Context: an optimization exercise on an open-source flow, tuned for small area, a short achievable clock period and few clock cycles. The choices shown serve that exercise and are no tape-out recipe.
Where RTL was checked, it was by simulation tests only, not by an equivalence proof against the original.
No functional check of the RTL was part of run 3.
Power is estimated from default activity; no workload was simulated.

$ cat design/flow/design.v
`timescale 1ns / 1ps
module Data_selector(
	input clk,
	input rst,
	input data_collect_finish,
	input [7:0] data_in,
	output reg [7:0] data_out,
	output reg [13:0] read_select,
	output reg [13:0] write_out_se,
	output reg data_process_finish,
	output reg wr_enable
    );
	localparam integer H   = 9;                     
	localparam integer K   = H - 2;                 
	localparam integer R0L = 100 - H;               
	localparam [13:0] DN  = 100;                    
	localparam [13:0] DC  = 1 - 100 * (H - 1);      
	localparam [13:0] DB  = -199;                   
	localparam [13:0] DF  = -100 * (H - 1);         
	localparam [13:0] ALAST = (R0L - K + H - 1) * 100 + 99;
	localparam [13:0] A1  = -201;                   
	localparam [13:0] A2  = 100 * (H - 1) - 102;    
	localparam [13:0] A3  = 98;                     
	localparam [13:0] A5  = 100 * (H - 1) - 101;    
	localparam [13:0] A6  = -100 * K - 101;         
	localparam [13:0] A9  = -200;                   
	localparam [13:0] A10 = 9899;                   
	localparam [13:0] A11 = 100 * (H - 2) - 1;      
	localparam [13:0] A12 = 100 * (H - 2);          
	localparam [6:0] C98 = 7'd46;                   
	localparam [3:0] J7  = 4'd10;                   
	localparam [1:0] S_NONE = 2'd0, S_BLUR = 2'd1, S_COLC = 2'd2, S_ROWC = 2'd3;
	reg running;
	reg p1, p2;                  
	reg [3:0] j;                 
	reg [6:0] c;                 
	reg jl, j2, j1;              
	reg c0, c1, c99, cf;         
	reg bf, bl;                  
	reg [7:0] D [1:2*H-1];       
	reg [9:0] hp;                
	reg [9:0] h1, h2;            
	reg [11:0] q;                
	reg [1:0] src, src1;         
	reg [13:0] aoff, aoff1;      
	wire go = running | (data_collect_finish & ~data_process_finish & ~p1 & ~p2);
	wire [9:0] h0 = hp + {2'b0, data_in};
	wire [11:0] sum = q + {2'b0, h1};
	always @(*) begin
		src = S_NONE;
		aoff = A1;
		if (j2) begin
			if (c0) begin
				if (!bf) begin
					src = S_COLC;
					aoff = jl ? A3 : A6;
				end
			end
			else if (cf) begin
				src = S_COLC;
				aoff = jl ? A10 : A9;
			end
			else begin
				src = c1 ? S_COLC : S_BLUR;
				if (!jl) aoff = A1;
				else if (!c99) aoff = A2;
				else if (bl) aoff = A5;
				else aoff = A3;
			end
		end
		else if (j1) begin
			if (bf && !cf) begin src = S_ROWC; aoff = A9; end
		end
		else begin
			if (cf) begin src = S_ROWC; aoff = A12; end
			else if (bl && !c0) begin src = S_ROWC; aoff = A11; end
		end
	end
	wire [13:0] dsw = !c99 ? DC : bl ? DF : DB;
	wire [13:0] a_next = read_select + (jl ? dsw : DN);
	always @(posedge clk or posedge rst) begin
		if (rst) begin
			running <= 1'b0;
			p1 <= 1'b0;
			p2 <= 1'b0;
			j <= 4'd1;
			c <= 7'd1;
			jl <= 1'b0;
			j2 <= 1'b0;
			j1 <= 1'b0;
			c0 <= 1'b1;
			c1 <= 1'b0;
			c99 <= 1'b0;
			cf <= 1'b0;
			bf <= 1'b1;
			bl <= 1'b0;
			read_select <= 0;
			src1 <= S_NONE;
			wr_enable <= 1'b0;
			data_process_finish <= 1'b0;
		end
		else begin
			p2 <= p1;
			p1 <= 1'b0;
			src1 <= S_NONE;
			if (go) begin
				src1 <= src;
				running <= 1'b1;
				read_select <= (jl && cf) ? 14'd0 : a_next;
				if (!jl) begin
					j <= {j[2:0], j[3] ^ j[2]};
					jl <= (j == J7);
					j2 <= (j != 4'd1);
					j1 <= (j == 4'd1);
				end
				else begin
					j <= 4'd1;
					jl <= 1'b0;
					j2 <= 1'b0;
					j1 <= 1'b0;
					if (cf) begin
						c <= 7'd1;
						c0 <= 1'b1;
						cf <= 1'b0;
						bf <= 1'b1;
						bl <= 1'b0;
						running <= 1'b0;
						p1 <= 1'b1;
					end
					else if (c99) begin
						c99 <= 1'b0;
						if (bl) cf <= 1'b1;
						else begin
							c <= 7'd1;
							c0 <= 1'b1;
							bf <= 1'b0;
							bl <= (read_select == ALAST);
						end
					end
					else begin
						c <= {c[5:0], c[6] ^ c[5]};
						c0 <= 1'b0;
						c1 <= c0;
						c99 <= (c == C98);
					end
				end
			end
			else begin
				read_select <= 0;
				j <= 4'd1;
				c <= 7'd1;
				jl <= 1'b0;
				j2 <= 1'b0;
				j1 <= 1'b0;
				c0 <= 1'b1;
				c1 <= 1'b0;
				c99 <= 1'b0;
				cf <= 1'b0;
				bf <= 1'b1;
				bl <= 1'b0;
			end
			wr_enable <= (src1 != S_NONE);
			if (p2) data_process_finish <= 1'b1;
			else if (!data_collect_finish) data_process_finish <= 1'b0;
		end
	end
	integer k;
	always @(posedge clk) begin
		aoff1 <= aoff;
		D[1] <= data_in;
		for (k = 2; k <= 2 * H - 1; k = k + 1) D[k] <= D[k-1];
		hp <= {2'b0, D[2*H-1]} + {1'b0, D[H-1], 1'b0};
		h1 <= h0;
		h2 <= h1;
		q <= {2'b0, h2} + {1'b0, h1, 1'b0};
		write_out_se <= read_select + aoff1;
		case (src1)
			S_BLUR: data_out <= sum[11:4];
			S_COLC: data_out <= D[H+2];
			default: data_out <= D[2];
		endcase
	end
endmodule
$ cat design/flow/flow/run.sh
#!/bin/bash
# Standard ORFS layout (the standard.sh), with two changes:
#  - port buffers are the smallest buffer (buf_1) instead of clkdlybuf4s50_1;
#  - clock tree built from clkbuf_8 in clusters of up to 16 sinks, without dummy loads.
set -euo pipefail
bash standard.sh \
  "BUFFER_PORTS_ARGS=-buffer_cell sky130_fd_sc_hd__buf_1" \
  "CTS_ARGS=-sink_clustering_enable -repair_clock_nets -dont_use_dummy_load -buf_list sky130_fd_sc_hd__clkbuf_8 -sink_clustering_size 16 -sink_clustering_max_diameter 50" \
  finish > standard_flow.log 2>&1
$ cat design/flow/standard.sh
#!/bin/bash
# synth_recipe.tcl (not shown) runs the flow's synth.tcl, then flattens the netlist and writes it again
# the make line also repeats each setting of config.mk as NAME=value (left out here)
make -C /OpenROAD-flow-scripts/flow DESIGN_CONFIG=/design/flow/config.mk WORK_HOME=/design/flow/orfs CLKGATE_MAP_FILE= SYNTH_SCRIPT=/design/flow/synth_recipe.tcl "${@:-finish}"
$ cat design/flow/config.mk
export PLATFORM = sky130hd
export DESIGN_NAME = Data_selector
export DESIGN_NICKNAME = Data_selector
export VERILOG_FILES = /design/flow/design.v
export SDC_FILE = /design/flow/constraint.sdc
export NUM_CORES = 4
export LEC_CHECK = 0
export ABC_AREA = 1
export CAP_MARGIN = 20
export CORE_MARGIN = 2
export CORE_UTILIZATION = 65
export SETUP_SLACK_MARGIN = 3.3
export SLEW_MARGIN = 20
$ cat design/flow/constraint.sdc
create_clock -name core_clock -period 5.5 [get_ports {clk}]
set_input_delay 1.1000 -clock core_clock [delete_from_list [all_inputs] [get_ports {clk}]]
set_output_delay 1.1000 -clock core_clock [all_outputs]
set_load 0.01 [all_outputs]
==> impl_metrics.env, run 1 <==
export IMPL_synth_top_cell_area_share_pct=46.9
export IMPL_grt_pass1_wl_um=31600
export IMPL_regToRegEndpoint="read_select[10]"
export IMPL_drv_cap=0
export IMPL_syn_cell_area_mm2=0.00905
export IMPL_cts_buffer_depth=3
export IMPL_criticalPathCategory="reg2out"
export IMPL_cp_arrival_ps=1070
export IMPL_hold_buffers=0
export IMPL_dpl_hpwl_um=14000
export IMPL_endpoint_kind="output pin"
export IMPL_min_from="D[1][3]"
export IMPL_grt_overflow=0
export IMPL_synth_cell_types=47
export IMPL_hold_violations=0
export IMPL_grt_use_total_pct=26.9
export IMPL_crit_start="read_select[0]"
export IMPL_rows=43
export IMPL_worst_path_stages=1
export IMPL_period_needed_ps=2170
export IMPL_rr_worst_depth=13
export IMPL_path_cells="buf_1"
export IMPL_grt_max_degree=42
export IMPL_worst_pin_slew_ps=523
export IMPL_multiInputGateArea_mm2=0.00337
export IMPL_die_x_um=122
export IMPL_vias=6405
export IMPL_top_usage_layer="met2"
export IMPL_yosys_top_cells_count="dfxtp_1, nand2_1, inv_1"
export IMPL_htree_levels=1
export IMPL_clkSlewWorstSetupHoldPaths_ps=100
export IMPL_rr_startpoint="jl"
export IMPL_max_slew_margin_rel_pct=65.1
export IMPL_grt_pass1_vias=6607
export IMPL_fill_cells=972
export IMPL_status="complete, no violations"
export IMPL_startpoint_type="register"
export IMPL_synth_area_top_cells="dfxtp_1, dfrtp_1, ha_1, nand2_1, a21oi_1"
export IMPL_synthToLayoutAreaGrowth_pct=10.5
export IMPL_use_met3_pct=3.79
export IMPL_antenna_found_initial=0
export IMPL_clock_sinks=253
export IMPL_ir_worst_vdd_mv=0.313
export IMPL_crit_buf_inv=1
export IMPL_synth_seq_area_share_pct=58.3
export IMPL_synth_top_area_cell="dfxtp_1"
export IMPL_use_met2_pct=47.1
export IMPL_setup_tns_ps=0
export IMPL_numCtsBuffers=22
export IMPL_crit_path_max_fanout=3
export IMPL_drive_gt1_share_pct=10.5
export IMPL_diodes=0
export IMPL_io_buffers=48
export IMPL_ys_warnings_count=2
export IMPL_drt_pass1_iterations=5
export IMPL_dieArea_mm2=0.0149
export IMPL_ios=49
export IMPL_fin_skew_ps=53.4
export IMPL_final_core_util_pct=72.9
export IMPL_endpoint="read_select[0]"
export IMPL_synth_edf_count=0
export IMPL_r2r_slack_ps=3390
export IMPL_rsz0062_at_grt="yes"
export IMPL_finalCritPeriodShare_pct=39.5
export IMPL_synth_main_ff_cell="dfxtp_1"
export IMPL_insertion_delay_ps=530
export IMPL_power_density_mw_per_mm2=631
export IMPL_die_h_um=122
export IMPL_path_delay_family="flip-flops"
export IMPL_global_route_usage_met1_pct=33.5
export IMPL_drt_iter0_drc=352
export IMPL_fmax_mhz=461
export IMPL_slew_violations=0
export IMPL_root_buffer="clkbuf_8"
export IMPL_cts_tree="done"
export IMPL_slowest_delay_ps=440
export IMPL_initial_utilization_pct=66.0
export IMPL_viasPerCell=5.40
export IMPL_ys_ff_latch=253
export IMPL_leakagePower_nw=4.65
export IMPL_ant_nets=0
export IMPL_avgSynthCellArea_um2=9.92
export IMPL_seq_area_mm2=0.00529
export IMPL_postSynthCellCount=913
export IMPL_syn_nets=988
export IMPL_postSynth_asyncResetShare_pct=16.2
export IMPL_design_final_nets=1083
export IMPL_synth_most_common_cell="dfxtp_1"
export IMPL_detail_route_wl_per_cell_um=16.1
export IMPL_hp_class="reg2reg"
export IMPL_core_area_mm2=0.0137
export IMPL_drcViolationCount=0
export IMPL_cpMaxStageDelayCell="dfrtp_2"
export IMPL_cp_required_ps=4400
export IMPL_setup_viol=0
export IMPL_finalWirelength_um=19100
export IMPL_gp_congestion=0.937
## routing by layer
layer  vias to the layer above  routed length (um)
li1                       3160                   -
met1                      3004                8160
met2                       177                9380
met3                        64                 868
met4                         0                 716
met5                         -                   0
## placed cells by master (no fill, tap or decap), types with 4 or more instances in the layout
| cell | instances |
|---|---|
| a21oi_1 | 78 |
| buf_1 | 47 |
| buf_4 | 30 |
| clkbuf_8 | 22 |
| dfrtp_1 | 25 |
| dfrtp_2 | 11 |
| dfstp_2 | 4 |
| dfxtp_1 | 212 |
| ha_1 | 58 |
| inv_1 | 103 |
| inv_2 | 5 |
| nand2_1 | 128 |
| nand2_2 | 11 |
| nand3_1 | 42 |
| nand4_1 | 15 |
| nor2_1 | 74 |
| nor3_1 | 10 |
| nor4_1 | 4 |
| o21ai_0 | 28 |
| o21ai_1 | 5 |
| o21bai_1 | 5 |
| o22ai_1 | 5 |
| xnor2_1 | 11 |
| xor2_1 | 27 |
## stage by stage
| step | cell area, um^2 | worst slack, ps | hold slack [ps] | instances | total power [W] |
|---|---|---|---|---|---|
| global placement | 9450 | 2860 | 311 | 1135 | 0.00519 |
| detailed placement | 9450 | 2770 | 312 | 1135 | 0.00527 |
| CTS | 9930 | 3300 | 290 | 1177 | 0.00629 |
| finish | 10000 | 3330 | 309 | 1186 | 0.00631 |
| global route | 10000 | 3290 | 305 | 1186 | 0.00683 |
| floorplan | 9080 | 3280 | 310 | 913 | 0.00451 |
## sequential cells by signal, indices dropped and copies added, names as in the netlist, 2 cells and up
register and count:
q 12, src1 2, h2 10, read_select 14, D 136, hp 10, c 7, data_out 8
aoff1 12, j 4, h1 10, write_out_se 14
## report_power, final
group	leakage, nW	internal, W	switching, W
Clock	0.158	0.000358	0.000544
Combinational	2.22	0.00108	0.00179
Sequential	2.27	0.00231	0.000228
## what timing repair did
action                     CTS  global route
pin swaps                    0             2
buffers inserted            20             9
resized for setup           14             6
cloned                       0             0
setup endpoints to repair   26            14
## layout make-up
class / count / area share [%]
Clock buffer: 22 / 3.03
Inverter: 109 / 4.11
Tap cell: 180 / 2.25
Timing Repair Buffer: 78 / 4.06
Sequential cell: 253 / 52.9
Multi-Input combinational cell: 544 / 33.6
## kinds of logic (layout without fill, tap and decap cells)
group / count (synthesis) / after routing / synth area share (%)
AND/OR/NAND/NOR: 299 / 299 / 15.1
flip-flops: 253 / 253 / 58.3
adder cells (fa/ha/maj): 64 / 64 / 9.18
XOR/XNOR: 38 / 38 / 3.68
buffers and inverters: 116 / 209 / 5.02
AO/OA/AOI/OAI: 143 / 143 / 8.72
## worst min path at each step
stage	to	cells after the start
2_1_floorplan	D[10][0]	0
3_3_place_gp	D[17][0]	0
3_5_place_dp	D[4][5]	0
4_1_cts	D[2][3]	0
5_1_grt	D[2][3]	0
6_report	D[2][3]	0
Testbench counts, summed over its fixed seeds: cycles 302,736.
==> run 2, diff against run 1 <==
--- a/design/flow/config.mk
+++ b/design/flow/config.mk
@@ -8,6 +8,6 @@
 export ABC_AREA = 1
 export CAP_MARGIN = 20
 export CORE_MARGIN = 2
-export CORE_UTILIZATION = 65
+export CORE_UTILIZATION = 55
 export SETUP_SLACK_MARGIN = 3.3
 export SLEW_MARGIN = 20
==> impl_metrics.env, run 2 <==
export IMPL_synth_top_area_cell="dfxtp_1"
export IMPL_fmax_mhz=463
export IMPL_endpoint_kind="output pin"
export IMPL_cp_arrival_ps=1060
export IMPL_drcViolationCount=0
export IMPL_rsz0062_at_grt="yes"
export IMPL_clkSlewWorstSetupHoldPaths_ps=90
export IMPL_grt_use_total_pct=21.0
export IMPL_final_cell_mix="dfxtp_1, nand2_1, inv_1, a21oi_1, nor2_1"
export IMPL_cts_tree="done"
export IMPL_htree_levels=1
export IMPL_seq_area_mm2=0.00529
export IMPL_synth_cell_types=47
export IMPL_ant_nets=0
export IMPL_rr_startpoint="jl"
export IMPL_dpl_hpwl_um=13400
export IMPL_multiInputGateArea_mm2=0.00339
export IMPL_synthToLayoutAreaGrowth_pct=10.8
export IMPL_ir_worst_vdd_mv=0.305
export IMPL_worst_pin_slew_ps=530
export IMPL_top_regs="D x136, read_select x14, write_out_se x14"
export IMPL_avgSynthCellArea_um2=9.92
export IMPL_synth_edf_count=0
export IMPL_largest_register_ffs=136
export IMPL_hold_violations=0
export IMPL_top_register="D"
export IMPL_synth_top_cell_area_share_pct=46.9
export IMPL_die_h_um=132
export IMPL_rr_worst_depth=12
export IMPL_initial_utilization_pct=56.6
export IMPL_setup_viol=0
export IMPL_period_needed_ps=2160
export IMPL_io_buffers=48
export IMPL_dp_cells=1171
export IMPL_synth_area_top_cells="dfxtp_1, dfrtp_1, ha_1, nand2_1, a21oi_1"
export IMPL_diodes=0
export IMPL_viasPerCell=5.14
export IMPL_fin_skew_ps=45.5
export IMPL_insertion_delay_ps=530
export IMPL_cpMaxStageDelayCell="dfrtp_2"
export IMPL_numCtsBuffers=24
export IMPL_core_area_mm2=0.0160
export IMPL_drv_cap=0
export IMPL_ys_warnings_count=2
export IMPL_grt_pass1_vias=6298
export IMPL_postSynth_asyncResetShare_pct=16.2
export IMPL_rows=46
export IMPL_antenna_found_initial=0
export IMPL_root_buffer="clkbuf_8"
export IMPL_syn_cell_area_mm2=0.00905
export IMPL_ys_ff_latch=253
export IMPL_drt_iter0_drc=266
export IMPL_fill_cells=1362
export IMPL_slowest_delay_ps=430
export IMPL_layout_commonest_cell="dfxtp_1"
export IMPL_finalCritPeriodShare_pct=39.3
export IMPL_hold_buffers=0
export IMPL_setup_tns_ps=0
export IMPL_postSynthCellCount=913
export IMPL_clock_sinks=253
export IMPL_crit_start="read_select[0]"
export IMPL_crit_path_max_fanout=4
export IMPL_hp_class="reg2reg"
export IMPL_vias=6249
export IMPL_finalWirelength_um=18200
export IMPL_total_power_w=0.00631
export IMPL_grt_max_degree=41
export IMPL_path_delay_family="flip-flops"
export IMPL_syn_nets=988
export IMPL_cts_buffer_depth=3
export IMPL_startpoint_type="register"
export IMPL_leakagePower_nw=4.62
export IMPL_gp_congestion=0.913
export IMPL_ios=49
export IMPL_detail_route_wl_per_cell_um=14.9
export IMPL_synth_most_common_cell="dfxtp_1"
export IMPL_worst_path_stages=1
export IMPL_synth_main_ff_cell="dfxtp_1"
export IMPL_die_x_um=132
export IMPL_yosys_top_cells_count="dfxtp_1, nand2_1, inv_1"
export IMPL_r2r_slack_ps=3410
export IMPL_path_cells="buf_1"
export IMPL_crit_buf_inv=1
export IMPL_dieArea_mm2=0.0175
export IMPL_max_slew_margin_rel_pct=64.7
export IMPL_cp_required_ps=4400
export IMPL_slew_violations=0
export IMPL_grt_pass1_wl_um=30000
export IMPL_status="complete, no violations"
export IMPL_endpoint="read_select[0]"
export IMPL_synth_seq_area_share_pct=58.3
export IMPL_final_core_util_pct=62.7
export IMPL_drive_gt1_share_pct=10.4
export IMPL_design_final_nets=1076
export IMPL_drt_pass1_iterations=5
export IMPL_final_cells=1215
export IMPL_grt_overflow=0
export IMPL_power_density_mw_per_mm2=629
export IMPL_regToRegEndpoint="read_select[12]"
export IMPL_criticalPathCategory="reg2out"
-- run 2: timing repair --
item | 4_1_cts | 5_1_grt
resized for setup | 16 | 10
endpoints found under the hold margin | 0 | 0
endpoints found under the setup margin | 27 | 11
setup buffers | 18 | 2
pin swaps | 0 | 2
-- run 2: layer usage --
layer	global-route usage, %	wire (um)	vias up
li1	-	-	3139
met1	25.0	7690	2922
met4	8.42	668	0
met2	37.9	9130	135
met5	0	0	-
met3	3.50	674	53
-- run 2: stage by stage --
stage               setup WS, ps  cell area (um^2)  hold WS, ps
finish                      3340             10000          278
global route                3280             10000          276
CTS                         3300              9990          274
detailed placement          2700              9500          312
global placement            2820              9500          310
floorplan                   3280              9080          310
-- run 2: area by class of cell --
type                            instances  share of cell area, %
Multi-Input combinational cell        544                   33.8
Sequential cell                       253                   52.8
Timing Repair Buffer                   69                   3.37
Inverter                              109                   4.10
Clock buffer                           24                   3.29
Tap cell                              216                   2.69
-- run 2: report_power, final --
| part | total, W | internal (W) | switching (W) |
|---|---|---|---|
| Combinational | 0.00286 | 0.00107 | 0.00179 |
| Clock | 0.000926 | 0.000389 | 0.000537 |
| Sequential | 0.00253 | 0.00231 | 0.000221 |
-- run 2: cell families (layout without fill, tap and decap cells) --
family          count (synthesis)  count (layout)  synth area share (%)
xor+xnor                       38              38                  3.68
flops                         253             253                  58.3
compound gates                143             143                  8.72
buf+inv                       116             202                  5.02
fa+ha+maj                      64              64                  9.18
simple gates                  299             299                  15.1
-- run 2: worst min-delay path by stage --
stage	endpoint	slack (ps)	cells past startpoint	startpoint
finish	D[2][6]	280	0	D[1][6]
global route	D[2][6]	280	0	D[1][6]
CTS	D[2][6]	270	0	D[1][6]
detailed placement	D[10][0]	310	0	D[9][0]
global placement	D[16][7]	310	0	D[15][7]
floorplan	D[10][0]	310	0	D[9][0]
==> run 3, diff against run 2 <==
--- a/design/flow/design.v
+++ b/design/flow/design.v
@@ -145,20 +145,6 @@
 					end
 				end
 			end
-			else begin
-				read_select <= 0;
-				j <= 4'd1;
-				c <= 7'd1;
-				jl <= 1'b0;
-				j2 <= 1'b0;
-				j1 <= 1'b0;
-				c0 <= 1'b1;
-				c1 <= 1'b0;
-				c99 <= 1'b0;
-				cf <= 1'b0;
-				bf <= 1'b1;
-				bl <= 1'b0;
-			end
 			wr_enable <= (src1 != S_NONE);
 			if (p2) data_process_finish <= 1'b1;
 			else if (!data_collect_finish) data_process_finish <= 1'b0;
--- a/design/flow/config.mk
+++ b/design/flow/config.mk
@@ -9,5 +9,5 @@
 export CAP_MARGIN = 20
 export CORE_MARGIN = 2
 export CORE_UTILIZATION = 55
-export SETUP_SLACK_MARGIN = 3.3
+export SETUP_SLACK_MARGIN = 3.2
 export SLEW_MARGIN = 20
==> impl_metrics.env, run 3 <==
export IMPL_status="complete, no violations"
export IMPL_worst_pin_slew_ps=542
export IMPL_setup_tns_ps=0
export IMPL_postSynth_asyncResetShare_pct=16.2
export IMPL_design_final_nets=1087
export IMPL_fmax_mhz=447
export IMPL_core_area_mm2=0.0165
export IMPL_p_clk_share_pct=14.8
export IMPL_clkSlewWorstSetupHoldPaths_ps=90
export IMPL_viasPerCell=5.26
export IMPL_insertion_delay_ps=550
export IMPL_initial_utilization_pct=55.9
export IMPL_die_h_um=133
export IMPL_htree_levels=1
export IMPL_ys_ff_latch=253
export IMPL_setup_viol=0
export IMPL_synth_most_common_cell="dfxtp_1"
export IMPL_gp_congestion=0.888
export IMPL_diodes=0
export IMPL_combPwrFrac_pct=44.4
export IMPL_synth_seq_area_share_pct=57.4
export IMPL_grt_use_total_pct=22.0
export IMPL_grt_pass1_vias=6478
export IMPL_root_buffer="clkbuf_8"
export IMPL_rsz0062_at_grt="yes"
export IMPL_drv_cap=0
export IMPL_grt_max_degree=42
export IMPL_multiInputGateArea_mm2=0.00352
export IMPL_grt_overflow=0
export IMPL_ys_warnings_count=2
export IMPL_cp_arrival_ps=1140
export IMPL_dpl_hpwl_um=14200
export IMPL_antenna_found_initial=0
export IMPL_seq_area_mm2=0.00530
export IMPL_dpl_cell_area_mm2=0.00960
export IMPL_synth_edf_count=0
export IMPL_drt_pass1_iterations=5
export IMPL_slew_violations=0
export IMPL_postSynthCellCount=935
export IMPL_avgSynthCellArea_um2=9.84
export IMPL_syn_nets=1010
export IMPL_grt_pass1_wl_um=31500
export IMPL_final_cell_mix="dfxtp_1, nand2_1, inv_1, a21oi_1, nand3_1"
export IMPL_crit_buf_inv=1
export IMPL_rows=47
export IMPL_top_register="D"
export IMPL_io_buffers=48
export IMPL_vias=6465
export IMPL_synthToLayoutAreaGrowth_pct=9.89
export IMPL_fin_ws_ps=3260
export IMPL_power_density_mw_per_mm2=637
export IMPL_path_cells="buf_1"
export IMPL_dp_slack_ps=2550
export IMPL_detail_route_wl_per_cell_um=15.5
export IMPL_path_delay_family="flip-flops"
export IMPL_syn_cell_area_mm2=0.00920
export IMPL_die_x_um=133
export IMPL_final_cell_area_mm2=0.0101
export IMPL_numCtsBuffers=25
export IMPL_endpoint_kind="output pin"
export IMPL_drcViolationCount=0
export IMPL_ios=49
export IMPL_drt_iter0_drc=296
export IMPL_max_slew_margin_rel_pct=63.7
export IMPL_ant_nets=0
export IMPL_synth_cell_types=48
export IMPL_period_needed_ps=2240
export IMPL_yosys_top_cells_count="dfxtp_1, nand2_1, inv_1"
export IMPL_drive_gt1_share_pct=9.41
export IMPL_synth_area_top_cells="dfxtp_1, dfrtp_1, ha_1, nand2_1, inv_1"
export IMPL_layout_commonest_cell="dfxtp_1"
export IMPL_top_regs="D x136, read_select x14, write_out_se x14"
export IMPL_leakagePower_nw=4.62
export IMPL_hp_class="reg2reg"
export IMPL_fin_skew_ps=66.9
export IMPL_largest_register_ffs=136
export IMPL_fill_cells=1409
export IMPL_sw_frac_of_total_pct=41.2
export IMPL_power_internal_w=0.00379
export IMPL_p_sw_w=0.00265
export IMPL_synth_top_cell_area_share_pct=46.1
export IMPL_dieArea_mm2=0.0178
export IMPL_criticalPathCategory="reg2out"
export IMPL_finalWirelength_um=19100
export IMPL_synth_main_ff_cell="dfxtp_1"
export IMPL_cp_required_ps=4400
export IMPL_crit_path_max_fanout=6
export IMPL_finalCritPeriodShare_pct=40.7
export IMPL_hold_violations=0
export IMPL_ir_worst_vdd_mv=0.280
export IMPL_slowest_delay_ps=470
export IMPL_cts_tree="done"
export IMPL_seq_power_share_pct=40.8
export IMPL_startpoint_type="register"
export IMPL_clock_sinks=253
export IMPL_cpMaxStageDelayCell="dfrtp_2"
export IMPL_cts_buffer_depth=3
export IMPL_synth_top_area_cell="dfxtp_1"
[run 3: cell count changes after synthesis, sizes merged, moves of 3 or more]
cell   change
a21oi     -10
buf        +3
nor2      -18
nand2     +34
nand3     +25
o21ai      +6
inv       -13
[run 3: timing repair]
item	CTS	global route
endpoints found under the setup margin	28	14
resized for setup	12	11
hold buffers	0	0
buffers inserted	1	11
[run 3: power by group through the flow]
| stage | registers (W) | logic (W) | clock network, W |
|---|---|---|---|
| after detailed placement | 0.00268 | 0.00275 | 0 |
| after global placement | 0.00267 | 0.00268 | 0 |
| after global routing | 0.00268 | 0.00324 | 0.00106 |
| final | 0.00263 | 0.00286 | 0.000954 |
| after CTS | 0.00264 | 0.00279 | 0.000992 |
| after floorplan | 0.00261 | 0.00203 | 0 |
[run 3: per-layer routing]
metal	GRT usage, %	up-vias	wire, um	share of wire (%)
met4	8.81	0	736	3.8
met1	26.0	3049	8210	43
met3	3.50	51	658	3.4
met2	40.1	138	9520	50
li1	-	3227	-	-
met5	0	-	0	0
[run 3: path summary, 6_finish.rpt]
check | from | cells after the start | slack, ps | end
min in group asynchronous | rst | 3 | 680 | data_process_finish
max | read_select[9] | 1 | 3260 | read_select[9]
max reg2reg | c99 | 15 | 3350 | read_select[12]
max in group asynchronous | rst | 3 | 4360 | jl
min | D[7][1] | 0 | 260 | D[8][1]
min reg2reg | D[7][1] | 0 | 260 | D[8][1]
[run 3: per-stage QoR]
| step | total power (W) | cells | util (%) | hold slack, ps |
|---|---|---|---|---|
| 2_1_floorplan | 0.00464 | 935 | - | 310 |
| 3_3_place_gp | 0.00536 | 1193 | 58.3 | 310 |
| 3_5_place_dp | 0.00543 | 1193 | 58.3 | 312 |
| 4_1_cts | 0.00642 | 1219 | 60.6 | 267 |
| 5_1_grt | 0.00698 | 1230 | 61.4 | 278 |
| 6_report | 0.00644 | 1230 | 61.4 | 258 |
[run 3: kinds of logic (layout without fill, tap and decap cells)]
kind of cell | count (synthesis) | after routing | share of synthesized area (%)
xor gates and xnor gates | 34 | 34 | 3.24
DFF | 253 | 253 | 57.4
adders and majority gates | 64 | 64 | 9.03
and+or+nand+nor | 336 | 336 | 16.9
buffers and inverters | 107 | 182 | 4.67
AOI/OAI and AO/OA | 141 | 141 | 8.83
[run 3: final cells by class]
class / count / area share [%]
flip-flops and latches: 253 / 52.4
multi-input cells: 575 / 34.9
inverters: 96 / 3.61
repair buffers: 61 / 3.00
well taps: 220 / 2.72
clock buffers: 25 / 3.40
==> run 4, diff against run 3 <==
--- a/design/flow/design.v
+++ b/design/flow/design.v
@@ -145,6 +145,20 @@
 					end
 				end
 			end
+			else begin
+				read_select <= 0;
+				j <= 4'd1;
+				c <= 7'd1;
+				jl <= 1'b0;
+				j2 <= 1'b0;
+				j1 <= 1'b0;
+				c0 <= 1'b1;
+				c1 <= 1'b0;
+				c99 <= 1'b0;
+				cf <= 1'b0;
+				bf <= 1'b1;
+				bl <= 1'b0;
+			end
 			wr_enable <= (src1 != S_NONE);
 			if (p2) data_process_finish <= 1'b1;
 			else if (!data_collect_finish) data_process_finish <= 1'b0;
==> design/flow/flow/run.sh (replaced) <==
#!/bin/bash
# Standard ORFS layout (the standard.sh), with two changes:
#  - port buffers are the smallest buffer (buf_1) instead of clkdlybuf4s50_1;
#  - clock tree built from clkbuf_16 in clusters of up to 30 sinks, without dummy loads.
set -euo pipefail
bash standard.sh \
  "BUFFER_PORTS_ARGS=-buffer_cell sky130_fd_sc_hd__buf_1" \
  "CTS_ARGS=-sink_clustering_enable -repair_clock_nets -dont_use_dummy_load -buf_list sky130_fd_sc_hd__clkbuf_16 -sink_clustering_size 30 -sink_clustering_max_diameter 100" \
  finish > standard_flow.log 2>&1
==> impl_metrics.env, run 4 <==
export IMPL_status="complete, no violations"
export IMPL_cp_arrival_ps=1130
export IMPL_startpoint_type="register"
export IMPL_postSynth_asyncResetShare_pct=16.2
export IMPL_clock_sinks=253
export IMPL_dieArea_mm2=0.0175
export IMPL_whs_path_depth=0
export IMPL_io_buffers=48
export IMPL_initial_utilization_pct=56.6
export IMPL_core_area_mm2=0.0160
export IMPL_cts_buffer_depth=3
export IMPL_slew_violations=0
export IMPL_path_cells="buf_1"
export IMPL_cpMaxStageDelayCell="dfrtp_1"
export IMPL_crit_path_max_fanout=5
export IMPL_vias=6141
export IMPL_path_delay_family="flip-flops"
export IMPL_root_buffer="clkbuf_16"
export IMPL_fmax_mhz=448
export IMPL_cts_tree="done"
export IMPL_grt_pass1_wl_um=29200
export IMPL_r2r_slack_ps=3360
export IMPL_final_cell_area_mm2=0.00983
export IMPL_worst_path_stages=1
export IMPL_fin_skew_ps=27.4
export IMPL_ir_worst_vdd_mv=0.283
export IMPL_drcViolationCount=0
export IMPL_worst_pin_slew_ps=537
export IMPL_finalCritPeriodShare_pct=40.6
export IMPL_power_density_mw_per_mm2=624
export IMPL_die_h_um=132
export IMPL_synth_cell_types=47
export IMPL_drv_cap=0
export IMPL_numCtsBuffers=12
export IMPL_synth_top_cell_area_share_pct=46.9
export IMPL_synth_most_common_cell="dfxtp_1"
export IMPL_top_register="D"
export IMPL_synthToLayoutAreaGrowth_pct=8.62
export IMPL_hp_class="reg2reg"
export IMPL_layout_commonest_cell="dfxtp_1"
export IMPL_grt_max_degree=42
export IMPL_final_cell_mix="dfxtp_1, nand2_1, inv_1, a21oi_1, nor2_1"
export IMPL_dpl_cell_area_mm2=0.00947
export IMPL_rsz0062_at_grt="no"
export IMPL_synth_edf_count=0
export IMPL_rr_startpoint="c99"
export IMPL_design_final_nets=1049
export IMPL_crit_start="read_select[8]"
export IMPL_ys_ff_latch=253
export IMPL_diodes=0
export IMPL_setup_viol=0
export IMPL_finalWirelength_um=17700
export IMPL_insertion_delay_ps=470
export IMPL_final_cells=1188
export IMPL_synth_main_ff_cell="dfxtp_1"
export IMPL_yosys_top_cells_count="dfxtp_1, nand2_1, inv_1"
export IMPL_avgSynthCellArea_um2=9.92
export IMPL_cp_required_ps=4400
export IMPL_detail_route_wl_per_cell_um=14.9
export IMPL_die_x_um=132
export IMPL_grt_pass1_vias=6089
export IMPL_criticalPathCategory="reg2out"
export IMPL_endpoint="read_select[8]"
export IMPL_grt_use_total_pct=20.5
export IMPL_ant_nets=0
export IMPL_clkSlewWorstSetupHoldPaths_ps=110
export IMPL_dp_cells=1171
export IMPL_synth_seq_area_share_pct=58.3
export IMPL_syn_nets=988
export IMPL_crit_buf_inv=1
export IMPL_synth_top_area_cell="dfxtp_1"
export IMPL_setup_tns_ps=0
export IMPL_slowest_delay_ps=490
export IMPL_period_needed_ps=2230
export IMPL_antenna_found_initial=0
export IMPL_ios=49
export IMPL_synth_area_top_cells="dfxtp_1, dfrtp_1, ha_1, nand2_1, a21oi_1"
export IMPL_syn_cell_area_mm2=0.00905
export IMPL_leakagePower_nw=4.53
export IMPL_ys_warnings_count=2
export IMPL_drt_pass1_iterations=5
export IMPL_endpoint_kind="output pin"
export IMPL_drive_gt1_share_pct=6.48
export IMPL_grt_overflow=0
export IMPL_gp_congestion=0.883
export IMPL_postSynthCellCount=913
export IMPL_largest_register_ffs=136
export IMPL_rr_worst_depth=10
export IMPL_dpl_hpwl_um=13500
export IMPL_top_regs="D x136, read_select x14, write_out_se x14"
export IMPL_htree_levels=1
export IMPL_viasPerCell=5.17
export IMPL_hold_violations=0
export IMPL_regToRegEndpoint="read_select[12]"
export IMPL_max_slew_margin_rel_pct=64.2
export IMPL_drt_iter0_drc=338
export IMPL_rows=46
[run 4: cell count changes after synthesis, sizes merged, moves of 3 or more]
| cell | change |
|---|---|
| nand3 | -25 |
| nand2 | -34 |
| inv | +13 |
| a21oi | +10 |
| buf | -3 |
| nor2 | +18 |
| o21ai | -6 |
[run 4: logic make-up after synthesis]
family	after synthesis	synth area share, %
simple gates	299	15.1
flops	253	58.3
compound gates	143	8.72
buf+inv	116	5.02
fa+ha+maj	64	9.18
xor+xnor	38	3.68
[run 4: stage by stage]
stage	hold WS (ps)	setup WS, ps	utilization, %	total power (W)
global route	333	3200	61.5	0.00665
detailed placement	312	2720	59.2	0.00523
floorplan	310	3240	-	0.00451
global placement	311	2820	59.2	0.00517
CTS	329	3200	61.1	0.00616
finish	328	3270	61.5	0.00614
[run 4: layout make-up]
class	instances	area, um^2
Fill cell	1396	6170
Sequential cell	253	5290
Multi-Input combinational cell	544	3340
Inverter	109	412
Clock buffer	12	300
Tap cell	216	270
Timing Repair Buffer	54	225
[run 4: worst min-delay path by stage]
stage / from / to / slack, ps
final: D[13][6] / D[14][6] / 330
after global routing: D[13][6] / D[14][6] / 330
after CTS: D[13][6] / D[14][6] / 330
after detailed placement: D[12][1] / D[13][1] / 310
after global placement: D[7][7] / D[8][7] / 310
after floorplan: D[9][0] / D[10][0] / 310
[run 4: repair_timing]
| action | CTS | global route |
|---|---|---|
| gates cloned | 0 | 0 |
| endpoints found under the setup margin | 12 | 18 |
| hold buffers | 0 | 0 |
| pin swaps | 0 | 1 |
| resized for setup | 4 | 9 |
| buffers inserted | 0 | 5 |
[run 4: layer usage]
metal	global-route usage (%)	vias to the layer above	share of wire, %
met5	0	-	0
met4	5.73	0	2.1
met3	3.34	30	4.2
met2	36.2	122	49
met1	26.0	2897	44
li1	-	3092	-
[run 4: where the power goes]
| group | total (W) | switching, W | internal (W) |
|---|---|---|---|
| combinational | 0.00265 | 0.00166 | 0.000988 |
| sequential | 0.00258 | 0.000278 | 0.00230 |
| clock | 0.000913 | 0.000518 | 0.000395 |
Testbench counts of run 4, summed over its fixed seeds: cycles 302,736.
==> run 5, diff against run 4 <==
--- a/design/flow/config.mk
+++ b/design/flow/config.mk
@@ -9,5 +9,5 @@
 export CAP_MARGIN = 20
 export CORE_MARGIN = 2
 export CORE_UTILIZATION = 55
-export SETUP_SLACK_MARGIN = 3.2
+export SETUP_SLACK_MARGIN = 3.3
 export SLEW_MARGIN = 20
==> impl_metrics.env, run 5 <==
export IMPL_synth_top_cell_area_share_pct=46.9
export IMPL_synth_edf_count=0
export IMPL_dpl_hpwl_um=13400
export IMPL_synth_cell_types=47
export IMPL_synth_most_common_cell="dfxtp_1"
export IMPL_final_cell_mix="dfxtp_1, nand2_1, inv_1, a21oi_1, nor2_1"
export IMPL_fill_cells=1351
export IMPL_endpoint_kind="output pin"
export IMPL_hold_buffers=0
export IMPL_path_common_cell="buf_6"
export IMPL_synth_top_area_cell="dfxtp_1"
export IMPL_period_needed_ps=2240
export IMPL_finalWirelength_um=18100
export IMPL_holdWs_ps=316
export IMPL_yosys_top_cells_count="dfxtp_1, nand2_1, inv_1"
export IMPL_ir_worst_vdd_mv=0.319
export IMPL_grt_overflow=0
export IMPL_dieArea_mm2=0.0175
export IMPL_insertion_delay_ps=470
export IMPL_diodes=0
export IMPL_layout_commonest_cell="dfxtp_1"
export IMPL_die_h_um=132
export IMPL_cp_arrival_ps=1140
export IMPL_htree_levels=1
export IMPL_setup_tns_ps=0
export IMPL_ios=49
export IMPL_detail_route_wl_per_cell_um=15.0
export IMPL_synth_fa_ha_area_share_pct=9.18
export IMPL_rsz0062_at_grt="yes"
export IMPL_cts_tree="done"
export IMPL_top_regs="D x136, read_select x14, write_out_se x14"
export IMPL_clock_sinks=253
export IMPL_viasPerCell=5.14
export IMPL_drcViolationCount=0
export IMPL_synth_top_family_by_area="simple AND/OR/NAND/NOR gates"
export IMPL_leakagePower_nw=4.62
export IMPL_final_cells=1204
export IMPL_fin_skew_ps=62.9
export IMPL_io_buffers=48
export IMPL_hold_violations=0
export IMPL_path_cells="buf_6, buf_6"
export IMPL_status="complete, no violations"
export IMPL_criticalPathCategory="reg2out"
export IMPL_ant_nets=0
export IMPL_top_register="D"
export IMPL_drt_pass1_iterations=5
export IMPL_final_core_util_pct=63.0
export IMPL_syn_cell_area_mm2=0.00905
export IMPL_total_power_w=0.00633
export IMPL_startpoint_type="register"
export IMPL_ys_ff_latch=253
export IMPL_grt_max_degree=41
export IMPL_fmax_mhz=447
export IMPL_drt_iter0_drc=305
export IMPL_syn_nets=988
export IMPL_core_area_mm2=0.0160
export IMPL_numCtsBuffers=13
export IMPL_initial_utilization_pct=56.6
export IMPL_cts_buffer_depth=3
export IMPL_finalCritPeriodShare_pct=40.7
export IMPL_gp_congestion=0.913
export IMPL_path_delay_family="flip-flops"
export IMPL_power_density_mw_per_mm2=628
export IMPL_root_buffer="clkbuf_16"
export IMPL_grt_pass1_wl_um=29800
export IMPL_drive_gt1_share_pct=9.92
export IMPL_seq_area_mm2=0.00529
export IMPL_dp_cells=1171
export IMPL_hp_class="reg2reg"
export IMPL_cp_required_ps=4400
export IMPL_largest_register_ffs=136
export IMPL_antenna_found_initial=0
export IMPL_vias=6193
export IMPL_drv_cap=0
export IMPL_max_slew_margin_rel_pct=64.6
export IMPL_synth_seq_area_share_pct=58.3
export IMPL_clkSlewWorstSetupHoldPaths_ps=110
export IMPL_synthSimpleGateAreaFrac_pct=15.1
export IMPL_design_final_nets=1065
export IMPL_postSynthCellCount=913
export IMPL_worst_pin_slew_ps=531
export IMPL_setup_viol=0
export IMPL_synth_xor_area_share_pct=3.68
export IMPL_grt_use_total_pct=20.7
export IMPL_synthToLayoutAreaGrowth_pct=11.3
export IMPL_synth_area_top_cells="dfxtp_1, dfrtp_1, ha_1, nand2_1, a21oi_1"
export IMPL_multiInputGateArea_mm2=0.00341
export IMPL_synthMuxAreaShare_pct=0
export IMPL_synth_compound_area_share_pct=8.72
export IMPL_crit_path_max_fanout=3
export IMPL_slew_violations=0
export IMPL_grt_pass1_vias=6151
export IMPL_die_x_um=132
export IMPL_slowest_delay_ps=440
export IMPL_cpMaxStageDelayCell="dfrtp_2"
export IMPL_ys_warnings_count=2
export IMPL_avgSynthCellArea_um2=9.92
export IMPL_rows=46
export IMPL_synth_main_ff_cell="dfxtp_1"
export IMPL_crit_buf_inv=2
export IMPL_postSynth_asyncResetShare_pct=16.2
==> run 5: cells by family after synthesis <==
group	count (synthesis)
simple gates	299
flops	253
compound gates	143
buf+inv	116
fa+ha+maj	64
xor+xnor	38
==> run 5: worst reg2reg max path, stage by stage, from the launching register on <==
cell and delay (ps):
dfrtp_4 520, buf_4 170, buf_4 160, nand2_2 90
nor2_4 50, ha_4 290, inv_1 40, nor3_1 180
nand2_1 110, nand2_2 110, nand2_1 70, a21oi_1 130
nor2_1 60
==> run 5: area by class of cell <==
type,instances,share of cell area [%]
multi-input cells,544,33.9
flip-flops and latches,253,52.5
repair buffers,69,3.54
well taps,216,2.68
clock buffers,13,3.23
inverters,109,4.12
==> run 5: power by group <==
group / switching, W / internal, W
Sequential: 0.000280 / 0.00230
Combinational: 0.00173 / 0.00107
Clock: 0.000526 / 0.000426
Total: 0.00253 / 0.00380
==> run 5: what timing repair did <==
item / 4_1_cts / 5_1_grt
endpoints found under the hold margin: 0 / 0
pin swaps: 0 / 2
resized for setup: 13 / 23
endpoints found under the setup margin: 22 / 20
cloned: 0 / 0
buffers inserted: 4 / 16
==> run 5: worst paths after layout <==
check | from | end | slack (ps) | cells past startpoint
hold reg to reg | D[9][0] | D[10][0] | 320 | 0
hold / removal | D[9][0] | D[10][0] | 320 | 0
setup / recovery | read_select[0] | read_select[0] | 3260 | 2
min in group asynchronous | rst | wr_enable | 420 | 2
setup reg to reg | jl | read_select[12] | 3380 | 12
max in group asynchronous | rst | j[0] | 4310 | 3
==> run 5: metal layers <==
metal / up-vias / wire length [um] / global-route usage, %
met2: 101 / 9400 / 38.6
met3: 28 / 467 / 2.73
met1: 2940 / 7870 / 25.4
met5: - / 0 / 0
li1: 3124 / - / -
met4: 0 / 365 / 5.14
==> run 5: stage by stage <==
step	worst slack, ps	area [um^2]
2_1_floorplan	3280	9080
3_3_place_gp	2820	9500
3_5_place_dp	2700	9500
4_1_cts	3310	9870
5_1_grt	3220	10100
6_report	3260	10100
==> run 6, diff against run 5 <==
--- a/design/flow/design.v
+++ b/design/flow/design.v
@@ -39,13 +39,12 @@
 	reg bf, bl;                  
 	reg [7:0] D [1:2*H-1];       
 	reg [9:0] hp;                
-	reg [9:0] h1, h2;            
-	reg [11:0] q;                
+	reg [9:0] h1, h2, h3;        
 	reg [1:0] src, src1;         
 	reg [13:0] aoff, aoff1;      
 	wire go = running | (data_collect_finish & ~data_process_finish & ~p1 & ~p2);
 	wire [9:0] h0 = hp + {2'b0, data_in};
-	wire [11:0] sum = q + {2'b0, h1};
+	wire [11:0] sum = {2'b0, h3} + {1'b0, h2, 1'b0} + {2'b0, h1};
 	always @(*) begin
 		src = S_NONE;
 		aoff = A1;
@@ -172,7 +171,7 @@
 		hp <= {2'b0, D[2*H-1]} + {1'b0, D[H-1], 1'b0};
 		h1 <= h0;
 		h2 <= h1;
-		q <= {2'b0, h2} + {1'b0, h1, 1'b0};
+		h3 <= h2;
 		write_out_se <= read_select + aoff1;
 		case (src1)
 			S_BLUR: data_out <= sum[11:4];
==> design/flow/flow/run.sh (replaced) <==
#!/bin/bash
# Standard ORFS layout (the standard.sh), with two changes:
#  - port buffers are the smallest buffer (buf_1) instead of clkdlybuf4s50_1;
#  - clock tree built from clkbuf_8 in clusters of up to 16 sinks, without dummy loads.
set -euo pipefail
bash standard.sh \
  "BUFFER_PORTS_ARGS=-buffer_cell sky130_fd_sc_hd__buf_1" \
  "CTS_ARGS=-sink_clustering_enable -repair_clock_nets -dont_use_dummy_load -buf_list sky130_fd_sc_hd__clkbuf_8 -sink_clustering_size 16 -sink_clustering_max_diameter 50" \
  finish > standard_flow.log 2>&1
==> impl_metrics.env, run 6 <==
export IMPL_status="complete, no violations"
export IMPL_grt_max_degree=42
export IMPL_startpoint_type="register"
export IMPL_dp_slack_ps=2980
export IMPL_finalCritPeriodShare_pct=39.7
export IMPL_drv_cap=0
export IMPL_synth_edf_count=0
export IMPL_syn_cell_area_mm2=0.00874
export IMPL_synth_area_top_cells="dfxtp_1, dfrtp_1, ha_1, nand2_1, inv_1"
export IMPL_die_x_um=130
export IMPL_synthToLayoutAreaGrowth_pct=12.6
export IMPL_cp_required_ps=4400
export IMPL_fin_skew_ps=63.1
export IMPL_synth_most_common_cell="dfxtp_1"
export IMPL_rows=46
export IMPL_hold_buffers=0
export IMPL_setup_tns_ps=0
export IMPL_grt_overflow=0
export IMPL_crit_path_max_fanout=3
export IMPL_antenna_found_initial=0
export IMPL_detail_route_wl_per_cell_um=14.5
export IMPL_setup_viol=0
export IMPL_ys_warnings_count=2
export IMPL_yosys_top_cells_count="dfxtp_1, nand2_1, inv_1"
export IMPL_layout_commonest_cell="dfxtp_1"
export IMPL_viasPerCell=4.99
export IMPL_synth_compound_area_share_pct=8.33
export IMPL_drt_pass1_iterations=6
export IMPL_criticalPathCategory="reg2out"
export IMPL_ys_ff_latch=251
export IMPL_gp_congestion=0.906
export IMPL_io_buffers=48
export IMPL_vias=5691
export IMPL_cpMaxStageDelayCell="dfrtp_2"
export IMPL_synth_top_family_by_area="simple AND/OR/NAND/NOR gates"
export IMPL_synth_main_ff_cell="dfxtp_1"
export IMPL_synth_cell_types=48
export IMPL_ant_nets=0
export IMPL_worst_pin_slew_ps=524
export IMPL_fin_ws_ps=3320
export IMPL_rsz0062_at_grt="yes"
export IMPL_largest_register_ffs=136
export IMPL_top_regs="D x136, read_select x14, write_out_se x14"
export IMPL_path_cells="buf_6"
export IMPL_synth_seq_area_share_pct=59.9
export IMPL_postSynth_asyncResetShare_pct=16.3
export IMPL_power_density_mw_per_mm2=665
export IMPL_ir_worst_vdd_mv=0.342
export IMPL_diodes=0
export IMPL_htree_levels=1
export IMPL_drcViolationCount=0
export IMPL_synthSimpleGateAreaFrac_pct=13.1
export IMPL_cts_buffer_depth=3
export IMPL_root_buffer="clkbuf_8"
export IMPL_seq_area_mm2=0.00525
export IMPL_crit_buf_inv=1
export IMPL_fmax_mhz=458
export IMPL_top_register="D"
export IMPL_finalWirelength_um=16500
export IMPL_slowest_delay_ps=440
export IMPL_syn_nets=918
export IMPL_path_delay_family="flip-flops"
export IMPL_fill_cells=1360
export IMPL_cts_tree="done"
export IMPL_grt_use_total_pct=19.8
export IMPL_core_area_mm2=0.0157
export IMPL_cp_arrival_ps=1080
export IMPL_holdWs_ps=297
export IMPL_slew_violations=0
export IMPL_avgSynthCellArea_um2=10.4
export IMPL_clkSlewWorstSetupHoldPaths_ps=90
export IMPL_synth_top_cell_area_share_pct=48.1
export IMPL_hp_class="reg2reg"
export IMPL_endpoint_kind="output pin"
export IMPL_numCtsBuffers=23
export IMPL_period_needed_ps=2180
export IMPL_synth_fa_ha_area_share_pct=10.5
export IMPL_dpl_hpwl_um=12000
export IMPL_grt_pass1_vias=5529
export IMPL_die_h_um=130
export IMPL_max_slew_margin_rel_pct=65.1
export IMPL_grt_pass1_wl_um=26500
export IMPL_initial_utilization_pct=55.6
export IMPL_postSynthCellCount=841
export IMPL_hold_violations=0
export IMPL_dieArea_mm2=0.0169
export IMPL_clock_sinks=251
export IMPL_final_cell_mix="dfxtp_1, nand2_1, inv_1, nor2_1, a21oi_1"
export IMPL_drt_iter0_drc=241
export IMPL_insertion_delay_ps=520
export IMPL_leakagePower_nw=4.51
export IMPL_multiInputGateArea_mm2=0.00328
export IMPL_synth_top_area_cell="dfxtp_1"
export IMPL_drive_gt1_share_pct=14.8
export IMPL_synthMuxAreaShare_pct=0
export IMPL_synth_xor_area_share_pct=3.41
export IMPL_ios=49
export IMPL_design_final_nets=1004
## run 6: cell types whose count changed in the layout (fill, tap and decap cells not counted), moves of 9 or more
cell | previous run | this run
nand3_1 | 42 | 25
nand3_2 | 1 | 10
clkbuf_8 | 0 | 23
inv_1 | 101 | 84
ha_1 | 56 | 46
o21ai_0 | 28 | 13
a21oi_1 | 77 | 58
nand2_1 | 128 | 106
clkbuf_16 | 13 | 0
## run 6: final cells by class
class                           count  area share (%)
Timing Repair Buffer               69            3.53
Sequential cell                   251            53.3
Multi-Input combinational cell    482            33.3
Clock buffer                       23            3.22
Tap cell                          216            2.75
Inverter                          100            3.86
## run 6: per-layer routing
metal	routed length, um	track usage [%]	up-vias
met3	552	3.16	36
met1	7410	25.6	2666
met5	0	0	-
met2	8020	33.8	112
li1	-	-	2877
met4	505	6.89	0
## run 6: worst paths after layout
path                           startpoint             end  slack [ps]  cells past startpoint
setup / recovery           read_select[0]  read_select[0]        3320                      1
hold / removal                    D[7][7]         D[8][7]         300                      0
setup reg to reg                    h3[3]     data_out[1]        3370                     12
hold reg to reg                   D[7][7]         D[8][7]         300                      0
max in group asynchronous             rst  read_select[5]        4390                      3
min in group asynchronous             rst              p2         670                      3
## run 6: cell families after synthesis
| group | after synthesis |
|---|---|
| AND/OR/NAND/NOR | 258 |
| flip-flops | 251 |
| AO/OA/AOI/OAI | 124 |
| buffers and inverters | 108 |
| adder cells (fa/ha/maj) | 66 |
| XOR/XNOR | 34 |
## run 6: stage by stage
| stage | std cells | util [%] | cell area [um^2] | power (W) |
|---|---|---|---|---|
| detailed placement | 1098 | 58.4 | 9180 | 0.00523 |
| CTS | 1138 | 61.4 | 9650 | 0.00627 |
| global placement | 1098 | 58.4 | 9180 | 0.00517 |
| floorplan | 841 | - | 8760 | 0.00455 |
| finish | 1141 | 62.6 | 9840 | 0.00655 |
| global route | 1141 | 62.6 | 9840 | 0.00711 |
## run 6: timing repair
action | 4_1_cts | 5_1_grt
setup endpoints to repair | 28 | 19
buffers inserted | 17 | 3
gates cloned | 0 | 0
resized for setup | 14 | 41
pin swaps | 0 | 19
## run 6: report_power, final
group / internal [W] / switching (W) / total (W)
combinational: 0.00127 / 0.00191 / 0.00318
clock: 0.000373 / 0.000532 / 0.000905
sequential: 0.00225 / 0.000213 / 0.00246
total: 0.00389 / 0.00266 / 0.00655
Testbench counts of run 6, summed over its fixed seeds: cycles 302,736.
==> run 7, diff against run 6 <==
--- a/design/flow/design.v
+++ b/design/flow/design.v
@@ -31,7 +31,6 @@
 	localparam [3:0] J7  = 4'd10;                   
 	localparam [1:0] S_NONE = 2'd0, S_BLUR = 2'd1, S_COLC = 2'd2, S_ROWC = 2'd3;
 	reg running;
-	reg p1, p2;                  
 	reg [3:0] j;                 
 	reg [6:0] c;                 
 	reg jl, j2, j1;              
@@ -42,7 +41,7 @@
 	reg [9:0] h1, h2, h3;        
 	reg [1:0] src, src1;         
 	reg [13:0] aoff, aoff1;      
-	wire go = running | (data_collect_finish & ~data_process_finish & ~p1 & ~p2);
+	wire go = running | (data_collect_finish & ~data_process_finish & ~wr_enable & (src1 == S_NONE));
 	wire [9:0] h0 = hp + {2'b0, data_in};
 	wire [11:0] sum = {2'b0, h3} + {1'b0, h2, 1'b0} + {2'b0, h1};
 	always @(*) begin
@@ -80,8 +79,6 @@
 	always @(posedge clk or posedge rst) begin
 		if (rst) begin
 			running <= 1'b0;
-			p1 <= 1'b0;
-			p2 <= 1'b0;
 			j <= 4'd1;
 			c <= 7'd1;
 			jl <= 1'b0;
@@ -99,8 +96,6 @@
 			data_process_finish <= 1'b0;
 		end
 		else begin
-			p2 <= p1;
-			p1 <= 1'b0;
 			src1 <= S_NONE;
 			if (go) begin
 				src1 <= src;
@@ -124,7 +119,6 @@
 						bf <= 1'b1;
 						bl <= 1'b0;
 						running <= 1'b0;
-						p1 <= 1'b1;
 					end
 					else if (c99) begin
 						c99 <= 1'b0;
@@ -159,7 +153,7 @@
 				bl <= 1'b0;
 			end
 			wr_enable <= (src1 != S_NONE);
-			if (p2) data_process_finish <= 1'b1;
+			if (!running && wr_enable && src1 == S_NONE) data_process_finish <= 1'b1;
 			else if (!data_collect_finish) data_process_finish <= 1'b0;
 		end
 	end
--- a/design/flow/config.mk
+++ b/design/flow/config.mk
@@ -9,5 +9,5 @@
 export CAP_MARGIN = 20
 export CORE_MARGIN = 2
 export CORE_UTILIZATION = 55
-export SETUP_SLACK_MARGIN = 3.3
+export SETUP_SLACK_MARGIN = 3.4
 export SLEW_MARGIN = 20
==> impl_metrics.env, run 7 <==
export IMPL_layout_commonest_cell="dfxtp_1"
export IMPL_io_buffers=48
export IMPL_fill_cells=1233
export IMPL_p_sw_w=0.00280
export IMPL_synth_main_ff_cell="dfxtp_1"
export IMPL_global_route_usage_met1_pct=24.3
export IMPL_grt_pass1_vias=5645
export IMPL_vias=5712
export IMPL_grt_use_total_pct=20.4
export IMPL_drcViolationCount=0
export IMPL_clkSlewWorstSetupHoldPaths_ps=90
export IMPL_synth_edf_count=0
export IMPL_synth_cell_types=51
export IMPL_dieArea_mm2=0.0168
export IMPL_largest_register_ffs=136
export IMPL_drv_cap=0
export IMPL_dpl_hpwl_um=12400
export IMPL_top_register="D"
export IMPL_root_buffer="clkbuf_8"
export IMPL_numCtsBuffers=23
export IMPL_insertion_delay_ps=530
export IMPL_crit_path_max_fanout=2
export IMPL_seq_power_share_pct=35.5
export IMPL_slowest_delay_ps=420
export IMPL_hold_violations=0
export IMPL_drt_pass1_iterations=4
export IMPL_finalCritPeriodShare_pct=39.7
export IMPL_final_cell_mix="dfxtp_1, nand2_1, inv_1, nor2_1, a21oi_1"
export IMPL_yosys_top_cells_count="dfxtp_1, nand2_1, inv_1"
export IMPL_whs_path_depth=0
export IMPL_postSynth_asyncResetShare_pct=15.7
export IMPL_synthToLayoutAreaGrowth_pct=16.0
export IMPL_ys_ff_latch=249
export IMPL_ys_warnings_count=2
export IMPL_initial_utilization_pct=56.8
export IMPL_combPwrFrac_pct=51.4
export IMPL_startpoint_type="register"
export IMPL_clock_sinks=249
export IMPL_path_delay_family="flip-flops"
export IMPL_diodes=0
export IMPL_rr_worst_depth=12
export IMPL_slew_violations=0
export IMPL_synth_most_common_cell="dfxtp_1"
export IMPL_drive_gt1_share_pct=21.0
export IMPL_use_met2_pct=36.9
export IMPL_postSynthCellCount=828
export IMPL_synth_area_top_cells="dfxtp_1, dfrtp_1, ha_1, nand2_1, a21oi_1"
export IMPL_top_regs="D x136, read_select x14, write_out_se x14"
export IMPL_fmax_mhz=458
export IMPL_design_final_nets=1000
export IMPL_rows=45
export IMPL_power_density_mw_per_mm2=686
export IMPL_path_cells="clkbuf_2"
export IMPL_drt_iter0_drc=203
export IMPL_criticalPathCategory="reg2out"
export IMPL_fin_skew_ps=36.1
export IMPL_finalWirelength_um=17400
export IMPL_cts_tree="done"
export IMPL_die_h_um=130
export IMPL_crit_buf_inv=1
export IMPL_grt_max_degree=40
export IMPL_detail_route_wl_per_cell_um=15.4
export IMPL_dp_slack_ps=2980
export IMPL_cp_required_ps=4400
export IMPL_p_clk_share_pct=13.1
export IMPL_sw_frac_of_total_pct=40.5
export IMPL_dp_cells=1082
export IMPL_gp_congestion=0.903
export IMPL_worst_path_stages=1
export IMPL_top_usage_layer="met2"
export IMPL_setup_tns_ps=0
export IMPL_syn_nets=905
export IMPL_synth_top_area_cell="dfxtp_1"
export IMPL_max_slew_margin_rel_pct=65.8
export IMPL_worst_pin_slew_ps=513
export IMPL_r2r_slack_ps=3420
export IMPL_synth_top_cell_area_share_pct=48.3
export IMPL_fin_ws_ps=3320
export IMPL_final_cells=1132
export IMPL_endpoint_kind="output pin"
export IMPL_hp_class="reg2reg"
export IMPL_htree_levels=1
export IMPL_synth_seq_area_share_pct=59.6
export IMPL_avgSynthCellArea_um2=10.5
export IMPL_setup_viol=0
export IMPL_antenna_found_initial=0
export IMPL_rsz0062_at_grt="yes"
export IMPL_status="complete, no violations"
export IMPL_leakagePower_nw=4.64
export IMPL_use_met3_pct=3.20
export IMPL_power_internal_w=0.00412
export IMPL_core_area_mm2=0.0153
export IMPL_ios=49
export IMPL_grt_pass1_wl_um=27000
export IMPL_cts_buffer_depth=3
export IMPL_cpMaxStageDelayCell="dfrtp_1"
export IMPL_viasPerCell=5.05
export IMPL_ir_worst_vdd_mv=0.482
export IMPL_die_x_um=130
export IMPL_grt_overflow=0
export IMPL_syn_cell_area_mm2=0.00870
export IMPL_ant_nets=0
export IMPL_cp_arrival_ps=1080
export IMPL_period_needed_ps=2180
-- run 7: changes by cell type after synthesis, moves of 3 or more --
cell | previous run | this run
nor2_1 | 70 | 64
o21ai_1 | 10 | 4
inv_2 | 9 | 5
nand2_1 | 113 | 117
inv_1 | 89 | 86
nor2_2 | 5 | 2
nor3_1 | 7 | 10
o21bai_1 | 6 | 3
-- run 7: area by class of cell --
type | count | area, um^2 | area share (%)
clock buffer | 23 | 317 | 3.14
inverter | 93 | 359 | 3.56
multi-input combinational | 480 | 3470 | 34.4
sequential | 249 | 5200 | 51.6
tap | 211 | 264 | 2.62
timing repair buffer | 76 | 474 | 4.70
-- run 7: power groups by stage --
| stage | combinational, W | clock (W) | sequential (W) |
|---|---|---|---|
| floorplan | 0.00203 | 0 | 0.00249 |
| global placement | 0.00266 | 0 | 0.00252 |
| detailed placement | 0.00269 | 0 | 0.00254 |
| CTS | 0.00299 | 0.000945 | 0.00245 |
| global route | 0.00392 | 0.00101 | 0.00250 |
| finish | 0.00356 | 0.000905 | 0.00246 |
-- run 7: metal layers --
metal / wire, um / up-vias
met1: 7270 / 2678
li1: - / 2863
met5: 0 / -
met3: 617 / 49
met4: 672 / 0
met2: 8840 / 122
-- run 7: per-stage QoR --
| step | hold slack, ps | power [W] | area, um^2 | utilization (%) |
|---|---|---|---|---|
| floorplan | 310 | 0.00453 | 8760 | - |
| global placement | 311 | 0.00518 | 9180 | 59.9 |
| detailed placement | 312 | 0.00523 | 9180 | 59.9 |
| CTS | 294 | 0.00638 | 9740 | 63.6 |
| global route | 289 | 0.00743 | 10100 | 65.9 |
| finish | 292 | 0.00692 | 10100 | 65.9 |
-- run 7: repair_timing --
item,4_1_cts,5_1_grt
endpoints found under the setup margin,54,47
gates resized for setup,50,75
pin swaps,7,26
buffers inserted,17,10
cloned,0,0
hold buffers,0,0
-- run 7: cells by family (layout without fill, tap and decap cells) --
logic type / count (synthesis) / in the layout / share of synthesized area (%)
AO/OA/AOI/OAI: 124 / 124 / 8.50
adder cells (fa/ha/maj): 66 / 66 / 10.5
flip-flops: 249 / 249 / 59.6
XOR/XNOR: 34 / 34 / 3.42
buffers and inverters: 99 / 192 / 4.47
AND/OR/NAND/NOR: 256 / 256 / 13.5
-- run 7: final timing paths --
| kind | startpoint | end |
|---|---|---|
| worst max-delay path | read_select[6] | read_select[6] |
| worst min-delay path | D[13][4] | D[14][4] |
| worst max register to register | h1[2] | data_out[3] |
| worst min register to register | D[13][4] | D[14][4] |
| max in group asynchronous | rst | read_select[12] |
| min in group asynchronous | rst | c1 |
Testbench counts of run 7, summed over its fixed seeds: cycles 302,736.
==> run 8, diff against run 7 <==
--- a/design/flow/config.mk
+++ b/design/flow/config.mk
@@ -9,5 +9,5 @@
 export CAP_MARGIN = 20
 export CORE_MARGIN = 2
 export CORE_UTILIZATION = 55
-export SETUP_SLACK_MARGIN = 3.4
+export SETUP_SLACK_MARGIN = 3.3
 export SLEW_MARGIN = 20
==> impl_metrics.env, run 8 <==
export IMPL_dieArea_mm2=0.0168
export IMPL_worst_pin_slew_ps=497
export IMPL_clock_sinks=249
export IMPL_detail_route_wl_per_cell_um=14.7
export IMPL_insertion_delay_ps=530
export IMPL_seq_area_mm2=0.00520
export IMPL_holdWs_ps=304
export IMPL_ys_ff_latch=249
export IMPL_synth_xor_area_share_pct=3.42
export IMPL_largest_register_ffs=136
export IMPL_diodes=0
export IMPL_synth_top_cell_area_share_pct=48.3
export IMPL_r2r_slack_ps=3420
export IMPL_layout_commonest_cell="dfxtp_1"
export IMPL_drcViolationCount=0
export IMPL_antenna_found_initial=0
export IMPL_power_density_mw_per_mm2=667
export IMPL_synthSimpleGateAreaFrac_pct=13.5
export IMPL_multiInputGateArea_mm2=0.00333
export IMPL_design_final_nets=997
export IMPL_numCtsBuffers=23
export IMPL_io_buffers=48
export IMPL_core_area_mm2=0.0153
export IMPL_synth_compound_area_share_pct=8.50
export IMPL_synthToLayoutAreaGrowth_pct=13.1
export IMPL_crit_start="read_select[0]"
export IMPL_period_needed_ps=2150
export IMPL_crit_path_max_fanout=3
export IMPL_grt_overflow=0
export IMPL_grt_pass1_vias=5559
export IMPL_synth_top_family_by_area="simple AND/OR/NAND/NOR gates"
export IMPL_rows=45
export IMPL_synth_main_ff_cell="dfxtp_1"
export IMPL_ys_warnings_count=2
export IMPL_syn_nets=905
export IMPL_yosys_top_cells_count="dfxtp_1, nand2_1, inv_1"
export IMPL_synth_top_area_cell="dfxtp_1"
export IMPL_drt_pass1_iterations=4
export IMPL_holdPathEnd="D[11][7]"
export IMPL_criticalPathCategory="reg2out"
export IMPL_cts_tree="done"
export IMPL_rr_startpoint="h3[2]"
export IMPL_vias=5628
export IMPL_synthMuxAreaShare_pct=0
export IMPL_syn_cell_area_mm2=0.00870
export IMPL_ant_nets=0
export IMPL_whs_path_depth=0
export IMPL_initial_utilization_pct=56.8
export IMPL_clkSlewWorstSetupHoldPaths_ps=90
export IMPL_path_cells="clkbuf_2"
export IMPL_root_buffer="clkbuf_8"
export IMPL_hold_buffers=0
export IMPL_ios=49
export IMPL_top_regs="D x136, read_select x14, write_out_se x14"
export IMPL_die_x_um=130
export IMPL_max_slew_margin_rel_pct=66.8
export IMPL_regToRegEndpoint="data_out[3]"
export IMPL_synth_seq_area_share_pct=59.6
export IMPL_leakagePower_nw=4.49
export IMPL_status="complete, no violations"
export IMPL_gp_congestion=0.881
export IMPL_hold_violations=0
export IMPL_cts_buffer_depth=3
export IMPL_slew_violations=0
export IMPL_finalWirelength_um=16600
export IMPL_rr_worst_depth=13
export IMPL_crit_buf_inv=1
export IMPL_dpl_hpwl_um=12000
export IMPL_htree_levels=1
export IMPL_final_cell_mix="dfxtp_1, nand2_1, inv_1, nor2_1, a21oi_1"
export IMPL_die_h_um=130
export IMPL_finalCritPeriodShare_pct=39.1
export IMPL_grt_pass1_wl_um=26600
export IMPL_fin_skew_ps=57.3
export IMPL_cp_required_ps=4400
export IMPL_synth_area_top_cells="dfxtp_1, dfrtp_1, ha_1, nand2_1, a21oi_1"
export IMPL_synth_cell_types=51
export IMPL_final_core_util_pct=64.3
export IMPL_rsz0062_at_grt="yes"
export IMPL_setup_viol=0
export IMPL_setup_tns_ps=0
export IMPL_fmax_mhz=464
export IMPL_path_delay_family="flip-flops"
export IMPL_startpoint_type="register"
export IMPL_slowest_delay_ps=410
export IMPL_postSynthCellCount=828
export IMPL_synth_most_common_cell="dfxtp_1"
export IMPL_cpMaxStageDelayCell="dfrtp_1"
export IMPL_top_register="D"
export IMPL_min_from="D[10][7]"
export IMPL_fill_cells=1279
export IMPL_drt_iter0_drc=225
export IMPL_endpoint_kind="output pin"
export IMPL_grt_max_degree=40
export IMPL_avgSynthCellArea_um2=10.5
export IMPL_drv_cap=0
export IMPL_cp_arrival_ps=1050
export IMPL_viasPerCell=4.98
export IMPL_synth_fa_ha_area_share_pct=10.5
export IMPL_synth_edf_count=0
export IMPL_drive_gt1_share_pct=14.9
export IMPL_ir_worst_vdd_mv=0.320
export IMPL_postSynth_asyncResetShare_pct=15.7
export IMPL_hp_class="reg2reg"
export IMPL_grt_use_total_pct=19.9
==> run 8: layer usage <==
metal	vias up	global-route usage, %	share of wire, %
met5	-	0	0
met4	0	5.57	2.5
met3	35	3.53	3.3
met2	82	36.0	51
met1	2656	24.5	44
li1	2855	-	-
==> run 8: cell type report <==
type                            count  share of cell area (%)
Inverter                           93                    3.65
Clock buffer                       23                    3.22
Multi-Input combinational cell    480                    33.9
Sequential cell                   249                    52.8
Timing Repair Buffer               73                    3.76
Tap cell                          211                    2.68
==> run 8: what timing repair did <==
| action | CTS | global route |
|---|---|---|
| gates cloned | 0 | 0 |
| pin swaps | 0 | 20 |
| buffers inserted | 14 | 10 |
| endpoints found under the setup margin | 24 | 18 |
| gates resized for setup | 11 | 47 |
==> run 8: kinds of logic (layout without fill, tap and decap cells) <==
family,after synthesis,in the layout
and+or+nand+nor,256,256
xor gates and xnor gates,34,34
DFF,249,249
adders and majority gates,66,66
AOI/OAI and AO/OA,124,124
buffers and inverters,99,189
==> run 8: through the flow <==
stage | power, W | setup WS [ps] | instance area, um^2 | cells
5_1_grt | 0.00714 | 3250 | 9840 | 1129
3_5_place_dp | 0.00522 | 2960 | 9140 | 1082
3_3_place_gp | 0.00518 | 3000 | 9140 | 1082
6_report | 0.00657 | 3350 | 9840 | 1129
4_1_cts | 0.00623 | 3310 | 9580 | 1119
2_1_floorplan | 0.00452 | 3280 | 8720 | 828
==> run 8: how the worst max path moves through the flow <==
stage                     endpoint  depth (start not counted)
finish              read_select[0]                          1
floorplan                    h1[6]                          8
CTS                 read_select[8]                          1
detailed placement           h1[6]                          9
global placement             h1[6]                          9
global route           data_out[3]                         13
==> run 8: worst register-to-register path, stage by stage, from the launching register on <==
cell and delay, ps:
dfxtp_2 330, inv_2 30, fa_1 540, inv_2 50, ha_4 260, nand2_2 50
o21ai_2 150, nand2_1 80, nand2_2 90, nand2_2 70, nand2_1 60, nand2_1 60
nand3_2 110, a21oi_2 70
==> run 8: power by group <==
part	switching [W]	leakage (nW)	internal, W	total, W
clock	0.000521	0.165	0.000373	0.000894
combinational	0.00192	2.09	0.00131	0.00323
sequential	0.000208	2.24	0.00223	0.00244
total	0.00265	4.49	0.00392	0.00657
